Background: an optimization exercise with open tools, aiming at small area, a short achievable clock period and few clock cycles per item. Do not read the settings as production practice.
Only simulation tests tie the RTL to the original design; equivalence was not proved.

[flow/flow/run.sh]
#!/bin/bash
# Own flow: the standard ORFS flow (standard.sh, same synthesis, floorplan,
# placement, CTS and routing), with the timing repair aimed at a setup slack
# of 6 ns instead of 5 (SETUP_SLACK_MARGIN is capped at 5 in config.mk).
set -euo pipefail
bash standard.sh SETUP_SLACK_MARGIN=6 finish > standard_finish.log 2>&1
[flow/standard.sh]
#!/bin/bash
# synth_recipe.tcl (not shown) runs the flow's synth.tcl, then flattens the netlist and writes it again
# the make line also repeats each setting of config.mk as NAME=value (left out here)
make -C /OpenROAD-flow-scripts/flow DESIGN_CONFIG=/design/flow/config.mk WORK_HOME=/design/flow/orfs CLKGATE_MAP_FILE= SYNTH_SCRIPT=/design/flow/synth_recipe.tcl "${@:-finish}"
[flow/config.mk]
export PLATFORM = sky130hd
export DESIGN_NAME = top_sha
export DESIGN_NICKNAME = top_sha
export VERILOG_FILES = /design/flow/design.v
export SDC_FILE = /design/flow/constraint.sdc
export NUM_CORES = 4
export LEC_CHECK = 0
export CAP_MARGIN = 20
export CORE_MARGIN = 2
export CORE_UTILIZATION = 40
export PLACE_DENSITY = 0.6
export SLEW_MARGIN = 20
[flow/constraint.sdc]
create_clock -name core_clock -period 10.0 [get_ports {clk}]
set_input_delay 2.0000 -clock core_clock [delete_from_list [all_inputs] [get_ports {clk}]]
set_output_delay 2.0000 -clock core_clock [all_outputs]
set_load 0.01 [all_outputs]
[flow/design.v]
module m_pader_parser(
    input             clk, rst,
    input             byte_rdy, byte_stop,
    input      [7:0]  data_in,
    output reg        stopped,      
    output reg [6:0]  wc,           
    output reg        rv,           
    output            push,         
    output     [31:0] in_word       
);
    reg [5:0]  len;
    reg [23:0] acc;
    wire push_in   = byte_rdy & (len[1:0] == 2'd3);
    wire push_stop = byte_stop & ~stopped;
    wire run       = stopped & (wc <= 7'd66);
    assign push = stopped ? run : (push_in | byte_stop);
    reg [31:0] pad_word;
    always @(*) begin
        case (len[1:0])
            2'd0: pad_word = 32'h80000000;
            2'd1: pad_word = {acc[7:0], 24'h800000};
            2'd2: pad_word = {acc[15:0], 16'h8000};
            default: pad_word = {acc[23:0], 8'h80};
        endcase
    end
    wire [31:0] len_word = {23'd0, len, 3'b000};
    wire        wc_ge16  = |wc[6:4];
    assign in_word = stopped ? ((wc[3:0] == 4'd15) ? len_word : 32'd0)
                             : (byte_stop ? pad_word : {acc, data_in});
    always @(posedge clk) begin
        if (byte_rdy)
            acc <= {acc[15:0], data_in};
    end
    always @(posedge clk) begin
        if (!rst) begin
            len     <= 6'd0;
            stopped <= 1'b0;
            wc      <= 7'd0;
            rv      <= 1'b0;
        end else begin
            if (byte_rdy && !stopped)
                len <= len + 6'd1;
            if (push_stop)
                stopped <= 1'b1;
            if (stopped ? run : (push_in | push_stop))
                wc <= wc + 7'd1;
            rv <= stopped ? (wc <= 7'd64) : (push_in | push_stop);
        end
    end
endmodule
module m_scheduler(
    input             clk,
    input             push,
    input             use_exp,      
    input      [31:0] in_word,
    input             inj_a, inj_e,  
    input      [31:0] da, de,
    output     [31:0] w_cur,
    output     [255:0] digest
);
    reg [31:0] w [0:15];
    reg [31:0] zs, zc;
    wire [31:0] x2  = w[2];
    wire [31:0] s0  = {x2[6:0], x2[31:7]} ^ {x2[17:0], x2[31:18]} ^ (x2 >> 3);
    always @(posedge clk) begin
        zs <= s0 ^ w[10] ^ w[1];
        zc <= {((s0 & w[10]) | (s0 & w[1]) | (w[10] & w[1])), 1'b0};
    end
    wire [31:0] x14 = w[14];
    wire [31:0] s1  = {x14[16:0], x14[31:17]} ^ {x14[18:0], x14[31:19]} ^ (x14 >> 10);
    wire [31:0] p1  = s1 ^ zs ^ zc;
    wire [31:0] q1  = {((s1 & zs) | (s1 & zc) | (zs & zc)), 1'b0};
    wire [31:0] w_exp = p1 + q1;
    wire [31:0] w_new = use_exp ? w_exp : in_word;
    integer i;
    always @(posedge clk) begin
        if (push) begin
            for (i = 0; i < 15; i = i + 1)
                w[i] <= w[i+1];
            w[15] <= w_new;
            if (inj_a) w[13] <= da;
            if (inj_e) w[7]  <= de;
        end
    end
    assign w_cur  = w[15];
    assign digest = {w[13], w[12], w[11], w[10], w[6], w[5], w[4], w[3]};
endmodule
module interative_processing(
    input             clk, rst,
    input             en,           
    input      [31:0] w,            
    input      [31:0] k_next,       
    output     [31:0] a_out,        
    output     [31:0] e_out         
);
    reg [31:0] aa, ba, ca, da, ea, fa, ga, ha;
    reg [31:0] y;
    wire [31:0] yc = en ? ba : ca;
    wire [31:0] yh = en ? ga : ha;
    always @(posedge clk) y <= yc + yh + k_next;
    wire [31:0] ep0 = {aa[1:0], aa[31:2]} ^ {aa[12:0], aa[31:13]} ^ {aa[21:0], aa[31:22]};
    wire [31:0] ep1 = {ea[5:0], ea[31:6]} ^ {ea[10:0], ea[31:11]} ^ {ea[24:0], ea[31:25]};
    wire [31:0] ch  = (ea & fa) ^ (~ea & ga);
    wire [31:0] mj  = (aa & ba) | (aa & ca) | (ba & ca);
    wire [31:0] s1 = y ^ w ^ ch;
    wire [31:0] c1 = {((y & w) | (y & ch) | (w & ch)), 1'b0};
    wire [31:0] s2 = s1 ^ c1 ^ ep1;
    wire [31:0] c2 = {((s1 & c1) | (s1 & ep1) | (c1 & ep1)), 1'b0};
    wire [31:0] e_new = s2 + c2;
    wire [31:0] nd = ~da;
    wire [31:0] s3 = ea ^ nd ^ mj;
    wire [31:0] c3 = {((ea & nd) | (ea & mj) | (nd & mj)), 1'b1};
    wire [31:0] s4 = s3 ^ c3 ^ ep0;
    wire [31:0] c4 = {((s3 & c3) | (s3 & ep0) | (c3 & ep0)), 1'b0};
    wire [31:0] a_new = s4 + c4;
    always @(posedge clk) begin
        if (!rst) begin
            aa <= 32'hbb67ae85; ba <= 32'h3c6ef372;
            ca <= 32'ha54ff53a; da <= 32'h28c289bb;
            ea <= 32'h510e527f; fa <= 32'h9b05688c;
            ga <= 32'h1f83d9ab; ha <= 32'h5be0cd19;
        end else if (en) begin
            ha <= ga; ga <= fa; fa <= ea; ea <= e_new;
            da <= ca; ca <= ba; ba <= aa; aa <= a_new;
        end
    end
    assign a_out = aa;
    assign e_out = ea;
endmodule
module m_digest(
    input      [1:0]  sel,
    input      [31:0] a_in, e_in,
    output     [31:0] da, de
);
    reg [31:0] iva, ive;
    always @(*) begin
        case (sel)
            2'd3: iva = 32'ha54ff53a;  
            2'd0: iva = 32'h3c6ef372;  
            2'd1: iva = 32'hbb67ae85;  
            default: iva = 32'h6a09e667;  
        endcase
        case (sel)
            2'd2: ive = 32'h5be0cd19;  
            2'd3: ive = 32'h1f83d9ab;  
            2'd0: ive = 32'h9b05688c;  
            default: ive = 32'h510e527f;  
        endcase
    end
    add32_sk u_da(.a(a_in), .b(iva), .s(da));
    add32_sk u_de(.a(e_in), .b(ive), .s(de));
endmodule
module add32_sk(input [31:0] a, b, output [31:0] s);
    wire [31:0] g0 = a & b, p0 = a ^ b;
    wire g1 = g0[1] | (p0[1] & g0[0]);
    wire p1 = p0[1] & p0[0];
    wire g2 = g0[3] | (p0[3] & g0[2]);
    wire p2 = p0[3] & p0[2];
    wire g3 = g0[5] | (p0[5] & g0[4]);
    wire p3 = p0[5] & p0[4];
    wire g4 = g0[7] | (p0[7] & g0[6]);
    wire p4 = p0[7] & p0[6];
    wire g5 = g0[9] | (p0[9] & g0[8]);
    wire p5 = p0[9] & p0[8];
    wire g6 = g0[11] | (p0[11] & g0[10]);
    wire p6 = p0[11] & p0[10];
    wire g7 = g0[13] | (p0[13] & g0[12]);
    wire p7 = p0[13] & p0[12];
    wire g8 = g0[15] | (p0[15] & g0[14]);
    wire p8 = p0[15] & p0[14];
    wire g9 = g0[17] | (p0[17] & g0[16]);
    wire p9 = p0[17] & p0[16];
    wire g10 = g0[19] | (p0[19] & g0[18]);
    wire p10 = p0[19] & p0[18];
    wire g11 = g0[21] | (p0[21] & g0[20]);
    wire p11 = p0[21] & p0[20];
    wire g12 = g0[23] | (p0[23] & g0[22]);
    wire p12 = p0[23] & p0[22];
    wire g13 = g0[25] | (p0[25] & g0[24]);
    wire p13 = p0[25] & p0[24];
    wire g14 = g0[27] | (p0[27] & g0[26]);
    wire p14 = p0[27] & p0[26];
    wire g15 = g0[29] | (p0[29] & g0[28]);
    wire p15 = p0[29] & p0[28];
    wire g16 = g0[31] | (p0[31] & g0[30]);
    wire p16 = p0[31] & p0[30];
    wire g17 = g0[2] | (p0[2] & g1);
    wire p17 = p0[2] & p1;
    wire g18 = g2 | (p2 & g1);
    wire p18 = p2 & p1;
    wire g19 = g0[6] | (p0[6] & g3);
    wire p19 = p0[6] & p3;
    wire g20 = g4 | (p4 & g3);
    wire p20 = p4 & p3;
    wire g21 = g0[10] | (p0[10] & g5);
    wire p21 = p0[10] & p5;
    wire g22 = g6 | (p6 & g5);
    wire p22 = p6 & p5;
    wire g23 = g0[14] | (p0[14] & g7);
    wire p23 = p0[14] & p7;
    wire g24 = g8 | (p8 & g7);
    wire p24 = p8 & p7;
    wire g25 = g0[18] | (p0[18] & g9);
    wire p25 = p0[18] & p9;
    wire g26 = g10 | (p10 & g9);
    wire p26 = p10 & p9;
    wire g27 = g0[22] | (p0[22] & g11);
    wire p27 = p0[22] & p11;
    wire g28 = g12 | (p12 & g11);
    wire p28 = p12 & p11;
    wire g29 = g0[26] | (p0[26] & g13);
    wire p29 = p0[26] & p13;
    wire g30 = g14 | (p14 & g13);
    wire p30 = p14 & p13;
    wire g31 = g0[30] | (p0[30] & g15);
    wire p31 = p0[30] & p15;
    wire g32 = g16 | (p16 & g15);
    wire p32 = p16 & p15;
    wire g33 = g0[4] | (p0[4] & g18);
    wire p33 = p0[4] & p18;
    wire g34 = g3 | (p3 & g18);
    wire p34 = p3 & p18;
    wire g35 = g19 | (p19 & g18);
    wire p35 = p19 & p18;
    wire g36 = g20 | (p20 & g18);
    wire p36 = p20 & p18;
    wire g37 = g0[12] | (p0[12] & g22);
    wire p37 = p0[12] & p22;
    wire g38 = g7 | (p7 & g22);
    wire p38 = p7 & p22;
    wire g39 = g23 | (p23 & g22);
    wire p39 = p23 & p22;
    wire g40 = g24 | (p24 & g22);
    wire p40 = p24 & p22;
    wire g41 = g0[20] | (p0[20] & g26);
    wire p41 = p0[20] & p26;
    wire g42 = g11 | (p11 & g26);
    wire p42 = p11 & p26;
    wire g43 = g27 | (p27 & g26);
    wire p43 = p27 & p26;
    wire g44 = g28 | (p28 & g26);
    wire p44 = p28 & p26;
    wire g45 = g0[28] | (p0[28] & g30);
    wire p45 = p0[28] & p30;
    wire g46 = g15 | (p15 & g30);
    wire p46 = p15 & p30;
    wire g47 = g31 | (p31 & g30);
    wire p47 = p31 & p30;
    wire g48 = g32 | (p32 & g30);
    wire p48 = p32 & p30;
    wire g49 = g0[8] | (p0[8] & g36);
    wire p49 = p0[8] & p36;
    wire g50 = g5 | (p5 & g36);
    wire p50 = p5 & p36;
    wire g51 = g21 | (p21 & g36);
    wire p51 = p21 & p36;
    wire g52 = g22 | (p22 & g36);
    wire p52 = p22 & p36;
    wire g53 = g37 | (p37 & g36);
    wire p53 = p37 & p36;
    wire g54 = g38 | (p38 & g36);
    wire p54 = p38 & p36;
    wire g55 = g39 | (p39 & g36);
    wire p55 = p39 & p36;
    wire g56 = g40 | (p40 & g36);
    wire p56 = p40 & p36;
    wire g57 = g0[24] | (p0[24] & g44);
    wire p57 = p0[24] & p44;
    wire g58 = g13 | (p13 & g44);
    wire p58 = p13 & p44;
    wire g59 = g29 | (p29 & g44);
    wire p59 = p29 & p44;
    wire g60 = g30 | (p30 & g44);
    wire p60 = p30 & p44;
    wire g61 = g45 | (p45 & g44);
    wire p61 = p45 & p44;
    wire g62 = g46 | (p46 & g44);
    wire p62 = p46 & p44;
    wire g63 = g47 | (p47 & g44);
    wire p63 = p47 & p44;
    wire g64 = g48 | (p48 & g44);
    wire p64 = p48 & p44;
    wire g65 = g0[16] | (p0[16] & g56);
    wire p65 = p0[16] & p56;
    wire g66 = g9 | (p9 & g56);
    wire p66 = p9 & p56;
    wire g67 = g25 | (p25 & g56);
    wire p67 = p25 & p56;
    wire g68 = g26 | (p26 & g56);
    wire p68 = p26 & p56;
    wire g69 = g41 | (p41 & g56);
    wire p69 = p41 & p56;
    wire g70 = g42 | (p42 & g56);
    wire p70 = p42 & p56;
    wire g71 = g43 | (p43 & g56);
    wire p71 = p43 & p56;
    wire g72 = g44 | (p44 & g56);
    wire p72 = p44 & p56;
    wire g73 = g57 | (p57 & g56);
    wire p73 = p57 & p56;
    wire g74 = g58 | (p58 & g56);
    wire p74 = p58 & p56;
    wire g75 = g59 | (p59 & g56);
    wire p75 = p59 & p56;
    wire g76 = g60 | (p60 & g56);
    wire p76 = p60 & p56;
    wire g77 = g61 | (p61 & g56);
    wire p77 = p61 & p56;
    wire g78 = g62 | (p62 & g56);
    wire p78 = p62 & p56;
    wire g79 = g63 | (p63 & g56);
    wire p79 = p63 & p56;
    wire g80 = g64 | (p64 & g56);
    wire p80 = p64 & p56;
    assign s[0] = p0[0];
    assign s[1] = p0[1] ^ g0[0];
    assign s[2] = p0[2] ^ g1;
    assign s[3] = p0[3] ^ g17;
    assign s[4] = p0[4] ^ g18;
    assign s[5] = p0[5] ^ g33;
    assign s[6] = p0[6] ^ g34;
    assign s[7] = p0[7] ^ g35;
    assign s[8] = p0[8] ^ g36;
    assign s[9] = p0[9] ^ g49;
    assign s[10] = p0[10] ^ g50;
    assign s[11] = p0[11] ^ g51;
    assign s[12] = p0[12] ^ g52;
    assign s[13] = p0[13] ^ g53;
    assign s[14] = p0[14] ^ g54;
    assign s[15] = p0[15] ^ g55;
    assign s[16] = p0[16] ^ g56;
    assign s[17] = p0[17] ^ g65;
    assign s[18] = p0[18] ^ g66;
    assign s[19] = p0[19] ^ g67;
    assign s[20] = p0[20] ^ g68;
    assign s[21] = p0[21] ^ g69;
    assign s[22] = p0[22] ^ g70;
    assign s[23] = p0[23] ^ g71;
    assign s[24] = p0[24] ^ g72;
    assign s[25] = p0[25] ^ g73;
    assign s[26] = p0[26] ^ g74;
    assign s[27] = p0[27] ^ g75;
    assign s[28] = p0[28] ^ g76;
    assign s[29] = p0[29] ^ g77;
    assign s[30] = p0[30] ^ g78;
    assign s[31] = p0[31] ^ g79;
endmodule
module top_sha(
    input          clk, rst, byte_rdy, byte_stop,
    input  [7:0]   data_in,
    output [255:0] Hash_Digest,
    output         hash_valid
);
    wire        stopped, rv, push;
    wire [6:0]  wc;
    wire [31:0] in_word, w_cur, a, e, da, de;
    reg  [31:0] k_rom;
    m_pader_parser pad(
        .clk(clk), .rst(rst), .byte_rdy(byte_rdy), .byte_stop(byte_stop),
        .data_in(data_in), .stopped(stopped), .wc(wc), .rv(rv), .push(push),
        .in_word(in_word));
    wire use_exp = stopped & (|wc[6:4]);
    wire inj_e   = stopped & (wc >= 7'd62) & (wc <= 7'd65);
    wire inj_a   = stopped & (wc >= 7'd63);
    m_scheduler sch(
        .clk(clk), .push(push), .use_exp(use_exp), .in_word(in_word),
        .inj_a(inj_a), .inj_e(inj_e), .da(da), .de(de), .w_cur(w_cur), .digest(Hash_Digest));
    interative_processing ip(
        .clk(clk), .rst(rst), .en(rv), .w(w_cur), .k_next(k_rom),
        .a_out(a), .e_out(e));
    m_digest digest(.sel(wc[1:0]), .a_in(a), .e_in(e), .da(da), .de(de));
    assign hash_valid = stopped & (wc == 7'd67);
    always @(*) begin
        case (wc[5:0])
            6'd0: k_rom = 32'h428a2f98;
            6'd1: k_rom = 32'h71374491;
            6'd2: k_rom = 32'hb5c0fbcf;
            6'd3: k_rom = 32'he9b5dba5;
            6'd4: k_rom = 32'h3956c25b;
            6'd5: k_rom = 32'h59f111f1;
            6'd6: k_rom = 32'h923f82a4;
            6'd7: k_rom = 32'hab1c5ed5;
            6'd8: k_rom = 32'hd807aa98;
            6'd9: k_rom = 32'h12835b01;
            6'd10: k_rom = 32'h243185be;
            6'd11: k_rom = 32'h550c7dc3;
            6'd12: k_rom = 32'h72be5d74;
            6'd13: k_rom = 32'h80deb1fe;
            6'd14: k_rom = 32'h9bdc06a7;
            6'd15: k_rom = 32'hc19bf174;
            6'd16: k_rom = 32'he49b69c1;
            6'd17: k_rom = 32'hefbe4786;
            6'd18: k_rom = 32'h0fc19dc6;
            6'd19: k_rom = 32'h240ca1cc;
            6'd20: k_rom = 32'h2de92c6f;
            6'd21: k_rom = 32'h4a7484aa;
            6'd22: k_rom = 32'h5cb0a9dc;
            6'd23: k_rom = 32'h76f988da;
            6'd24: k_rom = 32'h983e5152;
            6'd25: k_rom = 32'ha831c66d;
            6'd26: k_rom = 32'hb00327c8;
            6'd27: k_rom = 32'hbf597fc7;
            6'd28: k_rom = 32'hc6e00bf3;
            6'd29: k_rom = 32'hd5a79147;
            6'd30: k_rom = 32'h06ca6351;
            6'd31: k_rom = 32'h14292967;
            6'd32: k_rom = 32'h27b70a85;
            6'd33: k_rom = 32'h2e1b2138;
            6'd34: k_rom = 32'h4d2c6dfc;
            6'd35: k_rom = 32'h53380d13;
            6'd36: k_rom = 32'h650a7354;
            6'd37: k_rom = 32'h766a0abb;
            6'd38: k_rom = 32'h81c2c92e;
            6'd39: k_rom = 32'h92722c85;
            6'd40: k_rom = 32'ha2bfe8a1;
            6'd41: k_rom = 32'ha81a664b;
            6'd42: k_rom = 32'hc24b8b70;
            6'd43: k_rom = 32'hc76c51a3;
            6'd44: k_rom = 32'hd192e819;
            6'd45: k_rom = 32'hd6990624;
            6'd46: k_rom = 32'hf40e3585;
            6'd47: k_rom = 32'h106aa070;
            6'd48: k_rom = 32'h19a4c116;
            6'd49: k_rom = 32'h1e376c08;
            6'd50: k_rom = 32'h2748774c;
            6'd51: k_rom = 32'h34b0bcb5;
            6'd52: k_rom = 32'h391c0cb3;
            6'd53: k_rom = 32'h4ed8aa4a;
            6'd54: k_rom = 32'h5b9cca4f;
            6'd55: k_rom = 32'h682e6ff3;
            6'd56: k_rom = 32'h748f82ee;
            6'd57: k_rom = 32'h78a5636f;
            6'd58: k_rom = 32'h84c87814;
            6'd59: k_rom = 32'h8cc70208;
            6'd60: k_rom = 32'h90befffa;
            6'd61: k_rom = 32'ha4506ceb;
            6'd62: k_rom = 32'hbef9a3f7;
            6'd63: k_rom = 32'hc67178f2;
            default: k_rom = 32'd0;
        endcase
    end
endmodule
==> results of run 1 <==
final timing paths:
check,start,cells after the start,slack [ns],end
max,byte_rdy,15,5.81,ip.k_next[5]
min,sch.w[9][9],0,0.42,sch.w[8][9]
max reg2reg,sch.w[15][1],16,5.89,ip.ea[27]
min reg2reg,sch.w[9][9],0,0.42,sch.w[8][9]
cell families after synthesis:
logic type | after synthesis
xor+xnor | 412
compound gates | 935
buf+inv | 758
flops | 902
fa+ha+maj | 426
mux | 252
simple gates | 872
registers in the layout, summed over array words and instances, names as in the netlist:
register	flops
ip.aa	32
sch.zc	31
ip.ba	32
pad.len	6
pad.stopped	1
ip.da	32
sch.zs	32
pad.wc	7
ip.ca	32
ip.fa	32
ip.ha	32
sch.w	480
pad.rv	1
pad.acc	24
ip.ga	32
ip.k_next	32
ip.y	32
ip.ea	32
worst register-to-register path: stages, from the launching register on:
cell and delay [ns]:
sky130_fd_sc_hd__edfxtp_1 0.46, sky130_fd_sc_hd__inv_4 0.09, sky130_fd_sc_hd__fa_1 0.56, sky130_fd_sc_hd__inv_2 0.05
sky130_fd_sc_hd__fa_1 0.50, sky130_fd_sc_hd__ha_4 0.20, sky130_fd_sc_hd__fa_2 0.38, sky130_fd_sc_hd__a211oi_4 0.24
sky130_fd_sc_hd__o21ai_2 0.10, sky130_fd_sc_hd__a211o_1 0.28, sky130_fd_sc_hd__a21bo_4 0.23, sky130_fd_sc_hd__a21oi_4 0.08
sky130_fd_sc_hd__a311oi_4 0.35, sky130_fd_sc_hd__buf_4 0.17, sky130_fd_sc_hd__xnor2_1 0.05, sky130_fd_sc_hd__mux2i_1 0.13
sky130_fd_sc_hd__nor2_1 0.06
area by class of cell:
class	count	area, um^2
Fill cell	10890	60290
Multi-Input combinational cell	2897	25120
Sequential cell	902	23290
Timing Repair Buffer	517	5363
Clock buffer	127	2760
Inverter	516	2093
Tap cell	1625	2033
Clock inverter	64	1016
Timing Repair inverter	5	73.82
Antenna cell	2	5.005
what timing repair did:
item                                    in CTS  in global routing
gates cloned                                15                  3
buffers inserted                           135                 57
resized for setup                          367                227
pin swaps                                   83                110
endpoints found under the setup margin     640                270
per-stage QoR:
stage	util	cell area, um^2	hold slack, ns
after floorplan	-	49550	0.4003
after global placement	0.4388	53550	0.4001
after detailed placement	0.4388	53550	0.4045
after CTS	0.4937	60250	0.4083
after global routing	0.5060	61750	0.4159
final	0.5060	61750	0.4156
Yosys cell counts (all sizes together), types with 11 or more instances:
cell type and number:
inv 513, edfxtp 504, dfxtp 398, nand2 335
xnor2 298, nor2 250, o21ai 246, a21oi 234
fa 228, ha 196, mux2i 183, clkbuf 172
xor2 114, a21o 111, buf 70, mux2 68
nand3 53, nor3 42, o211ai 41, a211oi 39
and2 38, or2 38, a31oi 37, o22ai 25
a221oi 23, and3 23, o31ai 22, o21bai 21
nand2b 19, nor2b 18, nand4 16, o21a 16
a211o 15, a311oi 11
metal layers:
layer,vias to the layer above,track usage,routed length [um]
met5,-,0,27
met3,300,0.03928,10600
met2,1285,0.4396,81180
met1,17960,0.3475,71430
met4,4,0.1091,8280
li1,16430,-,-
==> qor.log, run 1 <==
[outcome] outcome timing/DRC/antenna clean
[setup_path] crit-path cells buf_8 > buf_12 > a211o_1 > a32oi_4 > buf_12 > clkinv_16 > mux2i_4 > nand2b_4 > buf_12 > ha_4 > buf_12 > nand2b_4 > nand3_4 > a311oi_4 > a31oi_1
[clocking] root cell of the clock tree sky130_fd_sc_hd__clkbuf_16
[route] Pre-antenna DRT Iters 5
[setup_path] CP startpoint kind input pin
[logic_synthesis] area of the mapped netlist 49260 um^2
[setup_path] number of buffer and inverter instances along the worst setup path 6
[final_layout] fraction of layout instances using a drive strength above 1 0.1802
[logic_synthesis] largest cells by area after synthesis sky130_fd_sc_hd__edfxtp_1, sky130_fd_sc_hd__dfxtp_1, sky130_fd_sc_hd__fa_1, sky130_fd_sc_hd__xnor2_1, sky130_fd_sc_hd__ha_1
[clocking] maximum clock path buffer count 3
[die] horizontal extent of the die 354.9 um
[placed_design] total instance count after detailed placement 6252
[route] total vias in the final route 35980
[placed_design] GP Congestion 0.9234
[logic_synthesis] fraction of the yosys area taken by sequential cells 0.4690
[grt] first-pass GRT wire length 243400 um
[setup_path] Critical Path Slowest Stage Cell sky130_fd_sc_hd__ha_4
[logic_synthesis] area share of and/or/nand/nor cells after synthesis 0.07996
[route] DRC 0
[die] die footprint 126000 um^2
[clocking] TritonCTS clock tree yes
[setup_path] endpoint type of the worst setup path register
[logic_synthesis] leading register cell type out of synthesis sky130_fd_sc_hd__edfxtp_1
[placed_design] I/O Buffers 268
[timing] worst slew margin relative to its limit 0.3520
[grt] vias in the first global route 34970
[logic_synthesis] synthesized-area fraction occupied by ao, oa, aoi and oai cells 0.1220
[logic_synthesis] Yosys reg bits 902
[die] I/O Pins 269
[route] Avg WL per Cell 25.77 um
[grt] GRT Util Overall 0.2651
[clocking] total clock sinks 902
[setup_path] required time of the critical path 10.58 ns
[logic_synthesis] cell accounting for the most synthesized area sky130_fd_sc_hd__edfxtp_1
[clocking] H-tree lvl count 3
[logic_synthesis] post-synthesis xor/xnor area fraction 0.07325
[timing] Final Slew Violations 0
[timing] RSZ-0062 raised after global routing yes
[route] ANT nets after route 0
[clocking] source-to-sink clock delay at the later pin of the worst-skew pair 0.73 ns
[timing] final clock skew 0.06201 ns
[timing] min cycle time layout 4.189 ns
[clocking] number of hold buffers added after CTS 0
[route] routed wire length 171500 um
[final_layout] highest-count cells in the layout ignoring fill and taps sky130_fd_sc_hd__edfxtp_1, sky130_fd_sc_hd__inv_1, sky130_fd_sc_hd__dfxtp_1, sky130_fd_sc_hd__nand2_1, sky130_fd_sc_hd__xnor2_1
[grt] initial antenna violation count 4
[logic_synthesis] count of flip-flops with a built-in enable after synthesis 504
[route] vias per cell 5.406
[timing] achievable frequency 238.7 MHz
[timing] setup total negative slack 0 ns
[die] DIE HEIGHT 354.9 um
[die] initial cell density of the core 0.4037
[clocking] clock buffers created by TritonCTS 101
[logic_synthesis] dominant combinational cell family by area after synthesis adder cells
[die] number of rows in the core area 128
[timing] number of failing setup endpoints in the final timing report 0
[timing] Worst Setup Slack, final 5.811 ns
[timing] measured slew at the worst slew-check pin 0.9721 ns
[die] placeable core region 122000 um^2
[setup_path] cell class contributing the biggest share of worst-path delay compound AO/OA/AOI/OAI gates
[final_layout] most common cell after layout, fill and taps aside sky130_fd_sc_hd__edfxtp_1
[logic_synthesis] share of async-settable or async-resettable flops after synthesis 0
[setup_path] crit-path max FO 6
[grt] maximum number of pins on one net before global-route repair 180
[logic_synthesis] adder-cell share of the synthesized area 0.1428
[logic_synthesis] Mapped Nets 4993
[logic_synthesis] mean cell area of the mapped netlist 10.81 um^2
[clocking] clock transition at the registers of the reported paths 0.07 ns
[grt] total grt overflow 0
[logic_synthesis] fraction of post-synthesis cell area in the top cell type by area 0.3072
[worst_hold_path] type of the tightest min-delay check reg -> reg
[final_layout] post-synthesis to final-layout area growth 25.35%
[logic_synthesis] mux contribution to synthesized area 0.05319
[final_layout] number of nets at the end of the flow 5376
[logic_synthesis] number of instances in the synthesized netlist 4557
[setup_path] library cell appearing most often on the critical path sky130_fd_sc_hd__buf_12
[setup_path] WS Path Type in -> reg
[setup_path] Slowest Stage Delay on Critical Path 0.38 ns
[setup_path] endpoint arrival time on the critical path 4.77 ns
[final_layout] post-route non-filler standard cell count 6655
[logic_synthesis] yosys synthesis warning count 6
[timing] endpoints failing hold 0
[timing] fin crit share 0.4189
[run] reported max-cap violation count 0
[route] Detailed Route Iter0 Violations 3046
[placed_design] Final HPWL DP 119500 um
[placed_design] Setup Slack @ Placement 2.462 ns
[logic_synthesis] library cells used by synthesis 93
Testbench counts, summed over its fixed seeds: cycles 34,030, messages 384.
==> run 2: changes to the inputs <==
--- a/flow/design.v
+++ b/flow/design.v
@@ -13,5 +13,5 @@
     wire push_in   = byte_rdy & (len[1:0] == 2'd3);
     wire push_stop = byte_stop & ~stopped;
-    wire run       = stopped & (wc <= 7'd66);
+    wire run       = stopped & (wc <= 7'd65);
     assign push = stopped ? run : (push_in | byte_stop);
     reg [31:0] pad_word;
@@ -57,5 +57,5 @@
     input      [31:0] da, de,
     output     [31:0] w_cur,
-    output     [255:0] digest
+    output     [223:0] digest
 );
     reg [31:0] w [0:15];
@@ -71,5 +71,6 @@
     wire [31:0] p1  = s1 ^ zs ^ zc;
     wire [31:0] q1  = {((s1 & zs) | (s1 & zc) | (zs & zc)), 1'b0};
-    wire [31:0] w_exp = p1 + q1;
+    wire [31:0] w_exp;
+    add32_sk u_exp(.a(p1), .b(q1), .s(w_exp));
     wire [31:0] w_new = use_exp ? w_exp : in_word;
     integer i;
@@ -84,5 +85,5 @@
     end
     assign w_cur  = w[15];
-    assign digest = {w[13], w[12], w[11], w[10], w[6], w[5], w[4], w[3]};
+    assign digest = {w[13], w[12], w[11], w[7], w[6], w[5], w[4]};
 endmodule
 module interative_processing(
@@ -90,4 +91,5 @@
     input             en,           
     input      [31:0] w,            
+    output reg [5:0]  rc,           
     input      [31:0] k_next,       
     output     [31:0] a_out,        
@@ -96,7 +98,16 @@
     reg [31:0] aa, ba, ca, da, ea, fa, ga, ha;
     reg [31:0] y;
-    wire [31:0] yc = en ? ba : ca;
-    wire [31:0] yh = en ? ga : ha;
-    always @(posedge clk) y <= yc + yh + k_next;
+    always @(posedge clk) begin
+        if (!rst)
+            rc <= 6'd0;
+        else if (en)
+            rc <= rc + 6'd1;
+    end
+    always @(posedge clk) begin
+        if (!rst)
+            y <= 32'h43baf1eb;   
+        else if (en)
+            y <= ba + ga + k_next;
+    end
     wire [31:0] ep0 = {aa[1:0], aa[31:2]} ^ {aa[12:0], aa[31:13]} ^ {aa[21:0], aa[31:22]};
     wire [31:0] ep1 = {ea[5:0], ea[31:6]} ^ {ea[10:0], ea[31:11]} ^ {ea[24:0], ea[31:25]};
@@ -107,5 +118,6 @@
     wire [31:0] s2 = s1 ^ c1 ^ ep1;
     wire [31:0] c2 = {((s1 & c1) | (s1 & ep1) | (c1 & ep1)), 1'b0};
-    wire [31:0] e_new = s2 + c2;
+    wire [31:0] e_new;
+    add32_sk u_e(.a(s2), .b(c2), .s(e_new));
     wire [31:0] nd = ~da;
     wire [31:0] s3 = ea ^ nd ^ mj;
@@ -113,5 +125,6 @@
     wire [31:0] s4 = s3 ^ c3 ^ ep0;
     wire [31:0] c4 = {((s3 & c3) | (s3 & ep0) | (c3 & ep0)), 1'b0};
-    wire [31:0] a_new = s4 + c4;
+    wire [31:0] a_new;
+    add32_sk u_a(.a(s4), .b(c4), .s(a_new));
     always @(posedge clk) begin
         if (!rst) begin
@@ -145,5 +158,5 @@
             2'd3: ive = 32'h1f83d9ab;  
             2'd0: ive = 32'h9b05688c;  
-            default: ive = 32'h510e527f;  
+            default: ive = 32'he7046c18;  
         endcase
     end
@@ -354,4 +367,5 @@
     wire        stopped, rv, push;
     wire [6:0]  wc;
+    wire [5:0]  rc;
     wire [31:0] in_word, w_cur, a, e, da, de;
     reg  [31:0] k_rom;
@@ -361,80 +375,88 @@
         .in_word(in_word));
     wire use_exp = stopped & (|wc[6:4]);
-    wire inj_e   = stopped & (wc >= 7'd62) & (wc <= 7'd65);
+    wire inj_e   = stopped & (wc >= 7'd62);
     wire inj_a   = stopped & (wc >= 7'd63);
     m_scheduler sch(
         .clk(clk), .push(push), .use_exp(use_exp), .in_word(in_word),
-        .inj_a(inj_a), .inj_e(inj_e), .da(da), .de(de), .w_cur(w_cur), .digest(Hash_Digest));
+        .inj_a(inj_a), .inj_e(inj_e), .da(da), .de(de), .w_cur(w_cur), .digest(Hash_Digest[223:0]));
     interative_processing ip(
-        .clk(clk), .rst(rst), .en(rv), .w(w_cur), .k_next(k_rom),
+        .clk(clk), .rst(rst), .en(rv), .w(w_cur), .rc(rc), .k_next(k_rom),
         .a_out(a), .e_out(e));
     m_digest digest(.sel(wc[1:0]), .a_in(a), .e_in(e), .da(da), .de(de));
-    assign hash_valid = stopped & (wc == 7'd67);
+    assign Hash_Digest[255:224] = a;    
+    reg hv;
+    always @(posedge clk) begin
+        if (!rst)
+            hv <= 1'b0;
+        else if (stopped && wc == 7'd65)
+            hv <= 1'b1;
+    end
+    assign hash_valid = hv;
     always @(*) begin
-        case (wc[5:0])
-            6'd0: k_rom = 32'h428a2f98;
-            6'd1: k_rom = 32'h71374491;
-            6'd2: k_rom = 32'hb5c0fbcf;
-            6'd3: k_rom = 32'he9b5dba5;
-            6'd4: k_rom = 32'h3956c25b;
-            6'd5: k_rom = 32'h59f111f1;
-            6'd6: k_rom = 32'h923f82a4;
-            6'd7: k_rom = 32'hab1c5ed5;
-            6'd8: k_rom = 32'hd807aa98;
-            6'd9: k_rom = 32'h12835b01;
-            6'd10: k_rom = 32'h243185be;
-            6'd11: k_rom = 32'h550c7dc3;
-            6'd12: k_rom = 32'h72be5d74;
-            6'd13: k_rom = 32'h80deb1fe;
-            6'd14: k_rom = 32'h9bdc06a7;
-            6'd15: k_rom = 32'hc19bf174;
-            6'd16: k_rom = 32'he49b69c1;
-            6'd17: k_rom = 32'hefbe4786;
-            6'd18: k_rom = 32'h0fc19dc6;
-            6'd19: k_rom = 32'h240ca1cc;
-            6'd20: k_rom = 32'h2de92c6f;
-            6'd21: k_rom = 32'h4a7484aa;
-            6'd22: k_rom = 32'h5cb0a9dc;
-            6'd23: k_rom = 32'h76f988da;
-            6'd24: k_rom = 32'h983e5152;
-            6'd25: k_rom = 32'ha831c66d;
-            6'd26: k_rom = 32'hb00327c8;
-            6'd27: k_rom = 32'hbf597fc7;
-            6'd28: k_rom = 32'hc6e00bf3;
-            6'd29: k_rom = 32'hd5a79147;
-            6'd30: k_rom = 32'h06ca6351;
-            6'd31: k_rom = 32'h14292967;
-            6'd32: k_rom = 32'h27b70a85;
-            6'd33: k_rom = 32'h2e1b2138;
-            6'd34: k_rom = 32'h4d2c6dfc;
-            6'd35: k_rom = 32'h53380d13;
-            6'd36: k_rom = 32'h650a7354;
-            6'd37: k_rom = 32'h766a0abb;
-            6'd38: k_rom = 32'h81c2c92e;
-            6'd39: k_rom = 32'h92722c85;
-            6'd40: k_rom = 32'ha2bfe8a1;
-            6'd41: k_rom = 32'ha81a664b;
-            6'd42: k_rom = 32'hc24b8b70;
-            6'd43: k_rom = 32'hc76c51a3;
-            6'd44: k_rom = 32'hd192e819;
-            6'd45: k_rom = 32'hd6990624;
-            6'd46: k_rom = 32'hf40e3585;
-            6'd47: k_rom = 32'h106aa070;
-            6'd48: k_rom = 32'h19a4c116;
-            6'd49: k_rom = 32'h1e376c08;
-            6'd50: k_rom = 32'h2748774c;
-            6'd51: k_rom = 32'h34b0bcb5;
-            6'd52: k_rom = 32'h391c0cb3;
-            6'd53: k_rom = 32'h4ed8aa4a;
-            6'd54: k_rom = 32'h5b9cca4f;
-            6'd55: k_rom = 32'h682e6ff3;
-            6'd56: k_rom = 32'h748f82ee;
-            6'd57: k_rom = 32'h78a5636f;
-            6'd58: k_rom = 32'h84c87814;
-            6'd59: k_rom = 32'h8cc70208;
-            6'd60: k_rom = 32'h90befffa;
-            6'd61: k_rom = 32'ha4506ceb;
-            6'd62: k_rom = 32'hbef9a3f7;
-            6'd63: k_rom = 32'hc67178f2;
+        case (rc)
+            6'd0: k_rom = 32'h71374491;
+            6'd1: k_rom = 32'hb5c0fbcf;
+            6'd2: k_rom = 32'he9b5dba5;
+            6'd3: k_rom = 32'h3956c25b;
+            6'd4: k_rom = 32'h59f111f1;
+            6'd5: k_rom = 32'h923f82a4;
+            6'd6: k_rom = 32'hab1c5ed5;
+            6'd7: k_rom = 32'hd807aa98;
+            6'd8: k_rom = 32'h12835b01;
+            6'd9: k_rom = 32'h243185be;
+            6'd10: k_rom = 32'h550c7dc3;
+            6'd11: k_rom = 32'h72be5d74;
+            6'd12: k_rom = 32'h80deb1fe;
+            6'd13: k_rom = 32'h9bdc06a7;
+            6'd14: k_rom = 32'hc19bf174;
+            6'd15: k_rom = 32'he49b69c1;
+            6'd16: k_rom = 32'hefbe4786;
+            6'd17: k_rom = 32'h0fc19dc6;
+            6'd18: k_rom = 32'h240ca1cc;
+            6'd19: k_rom = 32'h2de92c6f;
+            6'd20: k_rom = 32'h4a7484aa;
+            6'd21: k_rom = 32'h5cb0a9dc;
+            6'd22: k_rom = 32'h76f988da;
+            6'd23: k_rom = 32'h983e5152;
+            6'd24: k_rom = 32'ha831c66d;
+            6'd25: k_rom = 32'hb00327c8;
+            6'd26: k_rom = 32'hbf597fc7;
+            6'd27: k_rom = 32'hc6e00bf3;
+            6'd28: k_rom = 32'hd5a79147;
+            6'd29: k_rom = 32'h06ca6351;
+            6'd30: k_rom = 32'h14292967;
+            6'd31: k_rom = 32'h27b70a85;
+            6'd32: k_rom = 32'h2e1b2138;
+            6'd33: k_rom = 32'h4d2c6dfc;
+            6'd34: k_rom = 32'h53380d13;
+            6'd35: k_rom = 32'h650a7354;
+            6'd36: k_rom = 32'h766a0abb;
+            6'd37: k_rom = 32'h81c2c92e;
+            6'd38: k_rom = 32'h92722c85;
+            6'd39: k_rom = 32'ha2bfe8a1;
+            6'd40: k_rom = 32'ha81a664b;
+            6'd41: k_rom = 32'hc24b8b70;
+            6'd42: k_rom = 32'hc76c51a3;
+            6'd43: k_rom = 32'hd192e819;
+            6'd44: k_rom = 32'hd6990624;
+            6'd45: k_rom = 32'hf40e3585;
+            6'd46: k_rom = 32'h106aa070;
+            6'd47: k_rom = 32'h19a4c116;
+            6'd48: k_rom = 32'h1e376c08;
+            6'd49: k_rom = 32'h2748774c;
+            6'd50: k_rom = 32'h34b0bcb5;
+            6'd51: k_rom = 32'h391c0cb3;
+            6'd52: k_rom = 32'h4ed8aa4a;
+            6'd53: k_rom = 32'h5b9cca4f;
+            6'd54: k_rom = 32'h682e6ff3;
+            6'd55: k_rom = 32'h748f82ee;
+            6'd56: k_rom = 32'h78a5636f;
+            6'd57: k_rom = 32'h84c87814;
+            6'd58: k_rom = 32'h8cc70208;
+            6'd59: k_rom = 32'h90befffa;
+            6'd60: k_rom = 32'ha4506ceb;
+            6'd61: k_rom = 32'hbef9a3f7;
+            6'd62: k_rom = 32'h307b5f59;  
+            6'd63: k_rom = 32'h428a2f98;
             default: k_rom = 32'd0;
         endcase
==> qor.log, run 2 <==
[outcome] outcome timing/DRC/antenna clean
[route] ANT nets after route 0
[final_layout] Top reg by flops sch.w
[route] total vias in the final route 33570
[final_layout] fraction of layout instances using a drive strength above 1 0.1370
[setup_path] reg-to-reg critical path startpoint ip.aa[9]
[placed_design] post-detailed-placement cell area 51650 um^2
[final_layout] most common cell after layout, fill and taps aside sky130_fd_sc_hd__inv_1
[die] number of rows in the core area 126
[grt] total grt overflow 0
[setup_path] endpoint arrival time on the critical path 4.87 ns
[run] reported max-cap violation count 0
[logic_synthesis] cell with the most instances after synthesis sky130_fd_sc_hd__inv_1
[timing] achievable frequency 234.5 MHz
[final_layout] finished layout cell area 57650 um^2
[clocking] root cell of the clock tree sky130_fd_sc_hd__clkbuf_16
[grt] first-pass GRT wire length 222800 um
[clocking] maximum clock path buffer count 3
[route] routed wire length 154800 um
[die] DIE HEIGHT 347.8 um
[die] I/O Pins 269
[timing] fin crit share 0.4264
[grt] initial antenna violation count 6
[logic_synthesis] largest cells by area after synthesis sky130_fd_sc_hd__edfxtp_1, sky130_fd_sc_hd__dfxtp_1, sky130_fd_sc_hd__fa_1, sky130_fd_sc_hd__ha_1, sky130_fd_sc_hd__xnor2_1
[setup_path] CP startpoint kind register
[timing] worst slew margin relative to its limit 0.2839
[die] initial cell density of the core 0.4021
[logic_synthesis] leading register cell type out of synthesis sky130_fd_sc_hd__edfxtp_1
[timing] min cycle time layout 4.264 ns
[logic_synthesis] fraction of the yosys area taken by sequential cells 0.4779
[setup_path] endpoint of the worst setup timing path ip.aa[30]
[route] DRC 0
[logic_synthesis] count of flip-flops with a built-in enable after synthesis 504
[logic_synthesis] fraction of post-synthesis cell area in the top cell type by area 0.3200
[setup_path] endpoint type of the worst setup path register
[setup_path] endpoint of the worst register-to-register path ip.aa[30]
[logic_synthesis] share of async-settable or async-resettable flops after synthesis 0
[clocking] TritonCTS clock tree yes
[logic_synthesis] number of instances in the synthesized netlist 4324
[worst_hold_path] type of the tightest min-delay check reg -> reg
[grt] vias in the first global route 32230
[final_layout] number of nets at the end of the flow 5105
[die] horizontal extent of the die 347.8 um
[logic_synthesis] Mapped Nets 4769
[setup_path] WS Path Type reg -> reg
[route] Avg WL per Cell 24.64 um
[timing] final clock skew 0.04508 ns
[final_layout] post-synthesis to final-layout area growth 21.90%
[timing] endpoints failing hold 0
[clocking] clock transition at the registers of the reported paths 0.06 ns
[logic_synthesis] Yosys reg bits 877
[logic_synthesis] library cells used by synthesis 87
[logic_synthesis] leading post-synthesis cells by instance count sky130_fd_sc_hd__inv_1, sky130_fd_sc_hd__edfxtp_1, sky130_fd_sc_hd__dfxtp_1, sky130_fd_sc_hd__nand2_1, sky130_fd_sc_hd__nor2_1
[logic_synthesis] mean cell area of the mapped netlist 10.94 um^2
[setup_path] count of cells along the worst register-to-register path 15
[clocking] H-tree lvl count 3
[logic_synthesis] cell accounting for the most synthesized area sky130_fd_sc_hd__edfxtp_1
[placed_design] I/O Buffers 268
[final_layout] highest-count cells in the layout ignoring fill and taps sky130_fd_sc_hd__inv_1, sky130_fd_sc_hd__edfxtp_1, sky130_fd_sc_hd__nand2_1, sky130_fd_sc_hd__dfxtp_1, sky130_fd_sc_hd__nor2_1
[timing] setup total negative slack 0 ns
[timing] measured slew at the worst slew-check pin 1.063 ns
[setup_path] worst reg-to-reg setup slack 5.74 ns
[placed_design] GP Congestion 0.9282
[die] die footprint 121000 um^2
[clocking] number of hold buffers added after CTS 0
[placed_design] Final HPWL DP 109400 um
[setup_path] required time of the critical path 10.60 ns
[timing] number of failing setup endpoints in the final timing report 0
[clocking] clock buffers created by TritonCTS 99
[timing] Final Slew Violations 0
[grt] maximum number of pins on one net before global-route repair 78
[clocking] source-to-sink clock delay at the later pin of the worst-skew pair 0.72 ns
[route] Pre-antenna DRT Iters 6
[route] Detailed Route Iter0 Violations 3252
[setup_path] crit-path max FO 3
[die] placeable core region 117600 um^2
[timing] RSZ-0062 raised after global routing yes
[grt] GRT Util Overall 0.2512
[logic_synthesis] area of the mapped netlist 47290 um^2
[clocking] total clock sinks 877
[setup_path] origin of the worst setup path ip.aa[9]
[logic_synthesis] yosys synthesis warning count 6
[route] vias per cell 5.343
[final_layout] Largest register FFs 480
## run 2: cell count changes after synthesis, moves of 28 or more
cell / previous run / this run
sky130_fd_sc_hd__xnor2_1: 298 / 245
sky130_fd_sc_hd__a21oi_1: 233 / 183
sky130_fd_sc_hd__xor2_1: 114 / 161
sky130_fd_sc_hd__nor2_1: 250 / 296
sky130_fd_sc_hd__a21o_1: 111 / 72
sky130_fd_sc_hd__mux2_2: 68 / 36
sky130_fd_sc_hd__maj3_1: 2 / 31
sky130_fd_sc_hd__o21ai_0: 220 / 191
sky130_fd_sc_hd__and2_1: 38 / 10
## run 2: cell type report
cell class | instances | area (um^2)
repair buffers | 456 | 4347
diodes | 1 | 2.502
clock inverters | 59 | 925.9
multi-input cells | 2691 | 22990
clock buffers | 127 | 2674
fillers | 10620 | 59960
well taps | 1536 | 1922
flip-flops and latches | 877 | 22750
inverters | 535 | 2031
## run 2: how the worst min path moves through the flow
stage | from | cells after the start | end
2_1_floorplan | sch.w[3][0] | 0 | sch.w[2][0]
3_3_place_gp | sch.w[9][20] | 0 | sch.w[8][20]
3_5_place_dp | sch.w[3][17] | 0 | sch.w[2][17]
4_1_cts | sch.w[9][7] | 0 | sch.w[8][7]
5_1_grt | sch.w[9][1] | 0 | sch.w[8][1]
6_report | sch.w[3][3] | 0 | sch.w[2][3]
## run 2: cells by family (layout without fill, tap and decap cells)
group / count (synthesis) / count (layout) / share of synthesized area
compound gates: 755 / 755 / 0.1035
buf+inv: 758 / 1177 / 0.06091
fa+ha+maj: 464 / 464 / 0.1587
simple gates: 854 / 856 / 0.07834
mux: 210 / 210 / 0.04540
flops: 877 / 877 / 0.4779
other cells: 0 / 1 / 0
xor+xnor: 406 / 406 / 0.07519
## run 2: metal layers
metal / vias to the layer above / track usage / wire (um)
li1: 15350 / - / -
met1: 16630 / 0.3339 / 64890
met2: 1295 / 0.4108 / 72840
met3: 293 / 0.03617 / 9887
met4: 4 / 0.1057 / 7139
met5: - / 0 / 23
## run 2: timing repair
item	in CTS	in global routing
gates resized for setup	211	129
buffers inserted	65	63
pin swaps	55	79
endpoints found under the setup margin	634	465
cloned	3	0
## run 2: per-stage QoR
step	hold WS, ns	std cells	worst slack [ns]	utilization
after floorplan	0.4003	4324	5.512	-
after global placement	0.4009	5963	4.416	0.4392
after detailed placement	0.4045	5963	4.400	0.4392
after CTS	0.4186	6217	5.796	0.4810
after global routing	0.4237	6281	5.641	0.4901
final	0.4163	6282	5.736	0.4901
## run 2: worst max-delay path, stage by stage, from the launching register on
cell and delay (ns):
sky130_fd_sc_hd__dfxtp_4 0.37, sky130_fd_sc_hd__maj3_2 0.31, sky130_fd_sc_hd__fa_1 0.53, sky130_fd_sc_hd__inv_2 0.07
sky130_fd_sc_hd__fa_1 0.50, sky130_fd_sc_hd__inv_2 0.05, sky130_fd_sc_hd__ha_4 0.21, sky130_fd_sc_hd__a21o_1 0.19
sky130_fd_sc_hd__a21o_1 0.19, sky130_fd_sc_hd__a22o_1 0.26, sky130_fd_sc_hd__o21a_1 0.25, sky130_fd_sc_hd__o211a_4 0.26
sky130_fd_sc_hd__o2111ai_2 0.19, sky130_fd_sc_hd__nand4b_1 0.22, sky130_fd_sc_hd__mux2_4 0.35, sky130_fd_sc_hd__a31o_2 0.20
Testbench counts of run 2, summed over its fixed seeds: cycles 33,646, messages 384.
==> run 3: changes to the inputs <==
--- a/flow/design.v
+++ b/flow/design.v
@@ -90,4 +90,5 @@
     input             clk, rst,
     input             en,           
+    input             clr,          
     input      [31:0] w,            
     output reg [5:0]  rc,           
@@ -99,5 +100,5 @@
     reg [31:0] y;
     always @(posedge clk) begin
-        if (!rst)
+        if (clr)
             rc <= 6'd0;
         else if (en)
@@ -381,5 +382,5 @@
         .inj_a(inj_a), .inj_e(inj_e), .da(da), .de(de), .w_cur(w_cur), .digest(Hash_Digest[223:0]));
     interative_processing ip(
-        .clk(clk), .rst(rst), .en(rv), .w(w_cur), .rc(rc), .k_next(k_rom),
+        .clk(clk), .rst(rst), .en(rv), .clr(~stopped & (wc == 7'd0)), .w(w_cur), .rc(rc), .k_next(k_rom),
         .a_out(a), .e_out(e));
     m_digest digest(.sel(wc[1:0]), .a_in(a), .e_in(e), .da(da), .de(de));
--- a/flow/config.mk
+++ b/flow/config.mk
@@ -8,5 +8,5 @@
 export CAP_MARGIN = 20
 export CORE_MARGIN = 2
-export CORE_UTILIZATION = 40
-export PLACE_DENSITY = 0.6
+export CORE_UTILIZATION = 60
+export PLACE_DENSITY = 0.7
 export SLEW_MARGIN = 20
==> qor.log, run 3 <==
[outcome] outcome timing/DRC/antenna clean
[route] DRC 0
[logic_synthesis] mean cell area of the mapped netlist 10.88 um^2
[run] reported max-cap violation count 0
[clocking] root cell of the clock tree sky130_fd_sc_hd__clkbuf_16
[timing] measured slew at the worst slew-check pin 1.090 ns
[die] initial cell density of the core 0.6053
[clocking] clock transition at the registers of the reported paths 0.06 ns
[grt] first-pass GRT wire length 219500 um
[logic_synthesis] leading post-synthesis cells by instance count sky130_fd_sc_hd__inv_1, sky130_fd_sc_hd__edfxtp_1, sky130_fd_sc_hd__dfxtp_1, sky130_fd_sc_hd__nand2_1, sky130_fd_sc_hd__nor2_1
[timing] Final Slew Violations 0
[setup_path] endpoint type of the worst setup path register
[grt] GRT Util Overall 0.3673
[worst_hold_path] type of the tightest min-delay check reg -> reg
[clocking] source-to-sink clock delay at the later pin of the worst-skew pair 0.68 ns
[logic_synthesis] cell accounting for the most synthesized area sky130_fd_sc_hd__edfxtp_1
[timing] min cycle time layout 4.093 ns
[grt] initial antenna violation count 2
[setup_path] WS Path Type reg -> reg
[clocking] H-tree lvl count 3
[die] placeable core region 78870 um^2
[route] Avg WL per Cell 26.23 um
[grt] total grt overflow 0
[route] total vias in the final route 34970
[timing] worst slew margin relative to its limit 0.2731
[logic_synthesis] number of instances in the synthesized netlist 4387
[logic_synthesis] cell with the most instances after synthesis sky130_fd_sc_hd__inv_1
[die] horizontal extent of the die 286.1 um
[setup_path] worst reg-to-reg setup slack 5.91 ns
[grt] vias in the first global route 33580
[final_layout] post-synthesis to final-layout area growth 18.38%
[final_layout] finished layout cell area 56520 um^2
[setup_path] endpoint arrival time on the critical path 4.59 ns
[timing] endpoints failing hold 0
[timing] final clock skew 0.06259 ns
[final_layout] number of nets at the end of the flow 5127
[placed_design] Final HPWL DP 109800 um
[setup_path] crit-path max FO 5
[final_layout] fraction of layout instances using a drive strength above 1 0.1196
[logic_synthesis] area of the mapped netlist 47740 um^2
[final_layout] core utilization of the finished layout 0.7166
[die] I/O Pins 269
[route] Pre-antenna DRT Iters 6
[setup_path] CP startpoint kind register
[logic_synthesis] count of flip-flops with a built-in enable after synthesis 504
[logic_synthesis] Yosys reg bits 877
[timing] RSZ-0062 raised after global routing yes
[die] DIE HEIGHT 286.1 um
[placed_design] post-detailed-placement cell area 51440 um^2
[logic_synthesis] share of async-settable or async-resettable flops after synthesis 0
[setup_path] required time of the critical path 10.50 ns
[final_layout] number of antenna repair diodes 0
[logic_synthesis] leading register cell type out of synthesis sky130_fd_sc_hd__edfxtp_1
[die] number of rows in the core area 103
[timing] number of failing setup endpoints in the final timing report 0
[final_layout] Top reg by flops sch.w
[placed_design] GP Congestion 0.9935
[route] Detailed Route Iter0 Violations 3412
[timing] achievable frequency 244.3 MHz
[clocking] clock buffers created by TritonCTS 93
[logic_synthesis] Mapped Nets 4835
[timing] fin crit share 0.4093
[logic_synthesis] largest cells by area after synthesis sky130_fd_sc_hd__edfxtp_1, sky130_fd_sc_hd__dfxtp_1, sky130_fd_sc_hd__fa_1, sky130_fd_sc_hd__ha_1, sky130_fd_sc_hd__inv_1
[die] die footprint 81840 um^2
[logic_synthesis] library cells used by synthesis 96
[logic_synthesis] fraction of the yosys area taken by sequential cells 0.4734
[logic_synthesis] fraction of post-synthesis cell area in the top cell type by area 0.3170
[final_layout] Largest register FFs 480
[placed_design] total instance count after detailed placement 5548
[final_layout] most common cell after layout, fill and taps aside sky130_fd_sc_hd__inv_1
[clocking] total clock sinks 877
[clocking] TritonCTS clock tree yes
[final_layout] highest-count cells in the layout ignoring fill and taps sky130_fd_sc_hd__inv_1, sky130_fd_sc_hd__edfxtp_1, sky130_fd_sc_hd__nand2_1, sky130_fd_sc_hd__dfxtp_1, sky130_fd_sc_hd__nor2_1
[clocking] maximum clock path buffer count 3
[route] ANT nets after route 0
[grt] maximum number of pins on one net before global-route repair 153
[route] routed wire length 152400 um
[final_layout] post-route non-filler standard cell count 5809
[placed_design] I/O Buffers 268
[timing] setup total negative slack 0 ns
[route] vias per cell 6.020
[logic_synthesis] yosys synthesis warning count 6
run 3: changes by cell type after synthesis, sizes merged, moves of 13 or more:
| cell | previous run | this run |
|---|---|---|
| xnor2 | 245 | 226 |
| a211oi | 32 | 45 |
| a21oi | 188 | 175 |
| o21ai | 201 | 214 |
| o211ai | 40 | 53 |
| nand2 | 331 | 363 |
| a21o | 73 | 39 |
run 3: through the flow:
stage / hold WS [ns] / setup slack [ns]
2_1_floorplan: 0.4003 / 5.640
3_3_place_gp: 0.4004 / 4.823
3_5_place_dp: 0.4045 / 4.793
4_1_cts: 0.4067 / 5.899
5_1_grt: 0.4177 / 5.774
6_report: 0.4078 / 5.907
run 3: final timing paths:
check                                  from           to  depth (start not counted)
worst max-delay path               ip.ea[2]    ip.ea[31]                         15
worst min-delay path            sch.w[9][3]  sch.w[8][3]                          0
worst max register to register     ip.ea[2]    ip.ea[31]                         15
worst min register to register  sch.w[9][3]  sch.w[8][3]                          0
run 3: per-layer routing:
metal  up-vias  part of all wire  track usage
li1      15620                 -            -
met1     17260              0.38       0.4729
met2      1716              0.47       0.6012
met3       372             0.084      0.06204
met4         2             0.061       0.1877
met5         -          0.000066            0
run 3: cells by family after synthesis:
family | count (synthesis) | synth area share
AND/OR/NAND/NOR | 897 | 0.08224
flip-flops | 877 | 0.4734
AO/OA/AOI/OAI | 802 | 0.1110
buffers and inverters | 758 | 0.06075
adder cells (fa/ha/maj) | 467 | 0.1580
XOR/XNOR | 381 | 0.06990
multiplexers | 205 | 0.04466
run 3: cell type report:
class / count / area [um^2]
repair buffers: 410 / 3969
well taps: 1050 / 1314
multi-input cells: 2755 / 23240
flip-flops and latches: 877 / 22740
fillers: 5638 / 22350
inverters: 542 / 2049
clock inverters: 54 / 645.6
clock buffers: 121 / 2557
run 3: repair_timing:
action	CTS	global route
hold endpoints to repair	0	0
gates resized for setup	133	154
setup endpoints to repair	542	414
gates cloned	4	3
pin swaps	31	60
hold buffers	0	0
setup buffers	38	40
run 3: critical path: stages, from the launching register on:
cell	delay, ns
sky130_fd_sc_hd__dfxtp_2	0.32
sky130_fd_sc_hd__buf_8	0.12
sky130_fd_sc_hd__mux2_4	0.29
sky130_fd_sc_hd__fa_1	0.49
sky130_fd_sc_hd__inv_1	0.06
sky130_fd_sc_hd__fa_1	0.51
sky130_fd_sc_hd__inv_2	0.05
sky130_fd_sc_hd__ha_4	0.26
sky130_fd_sc_hd__a211oi_2	0.06
sky130_fd_sc_hd__o31a_1	0.29
sky130_fd_sc_hd__o31a_1	0.36
sky130_fd_sc_hd__a211oi_2	0.34
sky130_fd_sc_hd__nor2_2	0.11
sky130_fd_sc_hd__a21oi_4	0.20
sky130_fd_sc_hd__nor4b_2	0.07
sky130_fd_sc_hd__a2111oi_1	0.39
Testbench counts of run 3, summed over its fixed seeds: cycles 33,646, messages 384.
==> run 4: changes to the inputs <==
--- a/flow/design.v
+++ b/flow/design.v
@@ -67,6 +67,8 @@
         zc <= {((s0 & w[10]) | (s0 & w[1]) | (w[10] & w[1])), 1'b0};
     end
-    wire [31:0] x14 = w[14];
-    wire [31:0] s1  = {x14[16:0], x14[31:17]} ^ {x14[18:0], x14[31:19]} ^ (x14 >> 10);
+    wire [31:0] x15 = w[15];
+    reg  [31:0] s1;
+    always @(posedge clk)
+        s1 <= {x15[16:0], x15[31:17]} ^ {x15[18:0], x15[31:19]} ^ (x15 >> 10);
     wire [31:0] p1  = s1 ^ zs ^ zc;
     wire [31:0] q1  = {((s1 & zs) | (s1 & zc) | (zs & zc)), 1'b0};
@@ -130,13 +132,20 @@
     always @(posedge clk) begin
         if (!rst) begin
-            aa <= 32'hbb67ae85; ba <= 32'h3c6ef372;
-            ca <= 32'ha54ff53a; da <= 32'h28c289bb;
-            ea <= 32'h510e527f; fa <= 32'h9b05688c;
-            ga <= 32'h1f83d9ab; ha <= 32'h5be0cd19;
+            ba <= 32'h3c6ef372; ca <= 32'ha54ff53a; da <= 32'h28c289bb;
+            fa <= 32'h9b05688c; ga <= 32'h1f83d9ab; ha <= 32'h5be0cd19;
         end else if (en) begin
-            ha <= ga; ga <= fa; fa <= ea; ea <= e_new;
-            da <= ca; ca <= ba; ba <= aa; aa <= a_new;
+            ha <= ga; ga <= fa; fa <= ea;
+            da <= ca; ca <= ba; ba <= aa;
         end
     end
+    wire        take = en & rst;
+    wire [31:0] m    = {32{rst}};
+    wire [31:0] l    = {32{~rst}};
+    wire [31:0] a_keep = (aa & m) | (32'hbb67ae85 & l);
+    wire [31:0] e_keep = (ea & m) | (32'h510e527f & l);
+    always @(posedge clk) begin
+        aa <= take ? a_new : a_keep;
+        ea <= take ? e_new : e_keep;
+    end
     assign a_out = aa;
     assign e_out = ea;
--- a/flow/flow/run.sh
+++ b/flow/flow/run.sh
@@ -4,3 +4,3 @@
 # of 6 ns instead of 5 (SETUP_SLACK_MARGIN is capped at 5 in config.mk).
 set -euo pipefail
-bash standard.sh SETUP_SLACK_MARGIN=6 finish > standard_finish.log 2>&1
+bash standard.sh SETUP_SLACK_MARGIN=6 "BUFFER_PORTS_ARGS=-buffer_cell sky130_fd_sc_hd__buf_2" finish > standard_finish.log 2>&1
==> qor.log, run 4 <==
[outcome] outcome timing/DRC/antenna clean
[placed_design] post-detailed-placement cell area 50070 um^2
[logic_synthesis] cell with the most instances after synthesis sky130_fd_sc_hd__edfxtp_1
[setup_path] count of cells along the worst register-to-register path 17
[timing] Worst Setup Slack, final 5.939 ns
[placed_design] I/O Buffers 268
[placed_design] total instance count after detailed placement 5442
[route] Detailed Route Iter0 Violations 3631
[logic_synthesis] number of instances in the synthesized netlist 4291
[route] Pre-antenna DRT Iters 7
[route] Avg WL per Cell 26.50 um
[final_layout] most common cell after layout, fill and taps aside sky130_fd_sc_hd__edfxtp_1
[timing] worst hold margin 0.4167 ns
[die] horizontal extent of the die 286 um
[setup_path] crit-path max FO 4
[grt] maximum number of pins on one net before global-route repair 101
[final_layout] core utilization of the finished layout 0.6974
[logic_synthesis] leading post-synthesis cells by instance count sky130_fd_sc_hd__edfxtp_1, sky130_fd_sc_hd__inv_1, sky130_fd_sc_hd__dfxtp_1, sky130_fd_sc_hd__nand2_1, sky130_fd_sc_hd__nor2_1
[clocking] maximum clock path buffer count 3
[grt] initial antenna violation count 6
[clocking] clock buffers created by TritonCTS 96
[grt] GRT Util Overall 0.3677
[clocking] number of hold buffers added after CTS 0
[clocking] total clock sinks 909
[die] I/O Pins 269
[timing] measured slew at the worst slew-check pin 1.042 ns
[route] total vias in the final route 34350
[logic_synthesis] largest cells by area after synthesis sky130_fd_sc_hd__edfxtp_1, sky130_fd_sc_hd__dfxtp_1, sky130_fd_sc_hd__fa_1, sky130_fd_sc_hd__ha_1, sky130_fd_sc_hd__xnor2_1
[final_layout] highest-count cells in the layout ignoring fill and taps sky130_fd_sc_hd__edfxtp_1, sky130_fd_sc_hd__inv_1, sky130_fd_sc_hd__dfxtp_1, sky130_fd_sc_hd__nand2_1, sky130_fd_sc_hd__nor2_1
[final_layout] fraction of layout instances using a drive strength above 1 0.1748
[setup_path] CP startpoint kind register
[final_layout] post-synthesis to final-layout area growth 15.27%
[timing] min cycle time layout 4.061 ns
[final_layout] count of fill cells added during filler insertion 5818
[route] routed wire length 151300 um
[logic_synthesis] mean cell area of the mapped netlist 11.12 um^2
[route] vias per cell 6.017
[logic_synthesis] area of the mapped netlist 47710 um^2
[clocking] root cell of the clock tree sky130_fd_sc_hd__clkbuf_16
[timing] endpoints failing hold 0
[run] reported max-cap violation count 0
[placed_design] Setup Slack @ Placement 4.878 ns
[worst_hold_path] Hold EP sch.w[2][17]
[setup_path] Critical Path Slowest Stage Cell sky130_fd_sc_hd__fa_1
[timing] RSZ-0062 raised after global routing yes
[grt] fraction of met3 tracks used by global routing 0.06722
[logic_synthesis] share of async-settable or async-resettable flops after synthesis 0
[timing] final clock skew 0.04585 ns
[timing] worst slew margin relative to its limit 0.3055
[die] number of rows in the core area 103
[grt] first-pass GRT wire length 219400 um
[logic_synthesis] library cells used by synthesis 90
[final_layout] Largest register FFs 480
[logic_synthesis] Mapped Nets 4738
[setup_path] WS Path Type reg -> reg
[clocking] source-to-sink clock delay at the later pin of the worst-skew pair 0.68 ns
[final_layout] post-route non-filler standard cell count 5709
[grt] global-route layer with the greatest usage met2
[clocking] H-tree lvl count 3
[setup_path] required time of the critical path 10.60 ns
[grt] GR met2 Demand/Resource 0.5862
[grt] routing usage on met1 0.4770
[final_layout] number of nets at the end of the flow 5028
[die] initial cell density of the core 0.6050
[clocking] TritonCTS clock tree yes
[final_layout] finished layout cell area 55000 um^2
[timing] fin crit share 0.4061
[route] DRC 0
[run 4: cell type report]
| cell class | count | area [um^2] | share of cell area |
|---|---|---|---|
| sequential | 909 | 23410 | 0.4257 |
| multi-input combinational | 2723 | 22760 | 0.4138 |
| timing repair buffer | 411 | 2575 | 0.04682 |
| clock buffer | 116 | 2567 | 0.04668 |
| inverter | 440 | 1677 | 0.03048 |
| tap | 1050 | 1314 | 0.02389 |
| clock inverter | 58 | 690.7 | 0.01256 |
| antenna | 2 | 5.005 | 0.00009099 |
[run 4: timing repair]
item                       CTS  global route
setup endpoints to repair  412           139
pin swaps                   28            40
setup buffers               50            38
gates cloned                 3             0
resized for setup          161            97
[run 4: cell families after synthesis]
family | after synthesis | synth area share
AO/OA/AOI/OAI | 782 | 0.1046
XOR/XNOR | 408 | 0.07505
adder cells (fa/ha/maj) | 465 | 0.1577
buffers and inverters | 660 | 0.05245
flip-flops | 909 | 0.4871
multiplexers | 211 | 0.04516
AND/OR/NAND/NOR | 856 | 0.07796
[run 4: critical path, delay by kind of cell, from the launching register on]
family	cells	cell delay, ns
flip-flops	1	0.36
buffers and inverters	5	0.53
AND/OR/NAND/NOR	3	0.62
adder cells (fa/ha/maj)	3	1.25
multiplexers	2	0.39
AO/OA/AOI/OAI	3	0.73
XOR/XNOR	1	0.13
[run 4: per-layer routing]
metal | vias up | wire length (um)
met3 | 463 | 14340
met5 | - | 0
met2 | 1791 | 69690
met4 | 0 | 10510
met1 | 16800 | 56750
li1 | 15290 | -
[run 4: worst max path at each step]
| stage | from | endpoint | slack (ns) | cells past startpoint |
|---|---|---|---|---|
| 5_1_grt | ip.ea[5] | ip.ea[27] | 5.79 | 17 |
| 4_1_cts | pad.wc[1] | ip.k_next[20] | 5.98 | 14 |
| 3_3_place_gp | byte_rdy | pad.wc[6] | 4.92 | 9 |
| 6_report | ip.ea[9] | ip.ea[27] | 5.94 | 17 |
| 3_5_place_dp | byte_rdy | pad.wc[6] | 4.88 | 9 |
| 2_1_floorplan | byte_rdy | pad.wc[6] | 5.50 | 8 |
Testbench counts of run 4, summed over its fixed seeds: cycles 33,646, messages 384.

[afterwards: timing with drivers on the ports]
No port has a modelled driver above. Below, the same layouts with a new extraction and two added sets of constraints. Step 1 assumes that a clkbuf_16 drives the clock port and a buf_2 every other input. Step 2 also shifts input and output timing later by t, the mid clock arrival at the registers, as if the neighbouring blocks saw the same clock. Slacks: ideal / step 1 / step 2; pairs: ideal / step 1.
| run | shift t [ns] | setup slack, ns | worst setup path at the end |
|---|---|---|---|
| run 1 | 0.776 | 5.811 / 5.846 / 5.070 | input to register |
| run 2 | 0.774 | 5.736 / 5.736 / 5.251 | input to register |
| run 3 | 0.725 | 5.907 / 5.907 / 5.373 | input to register |
| run 4 | 0.734 | 5.939 / 5.939 / 5.495 | input to register |
After both steps every run listed still meets setup and hold. The setup slack of run 1, which loses most, moves by +0.035 ns with the drivers and by -0.741 ns with both steps.
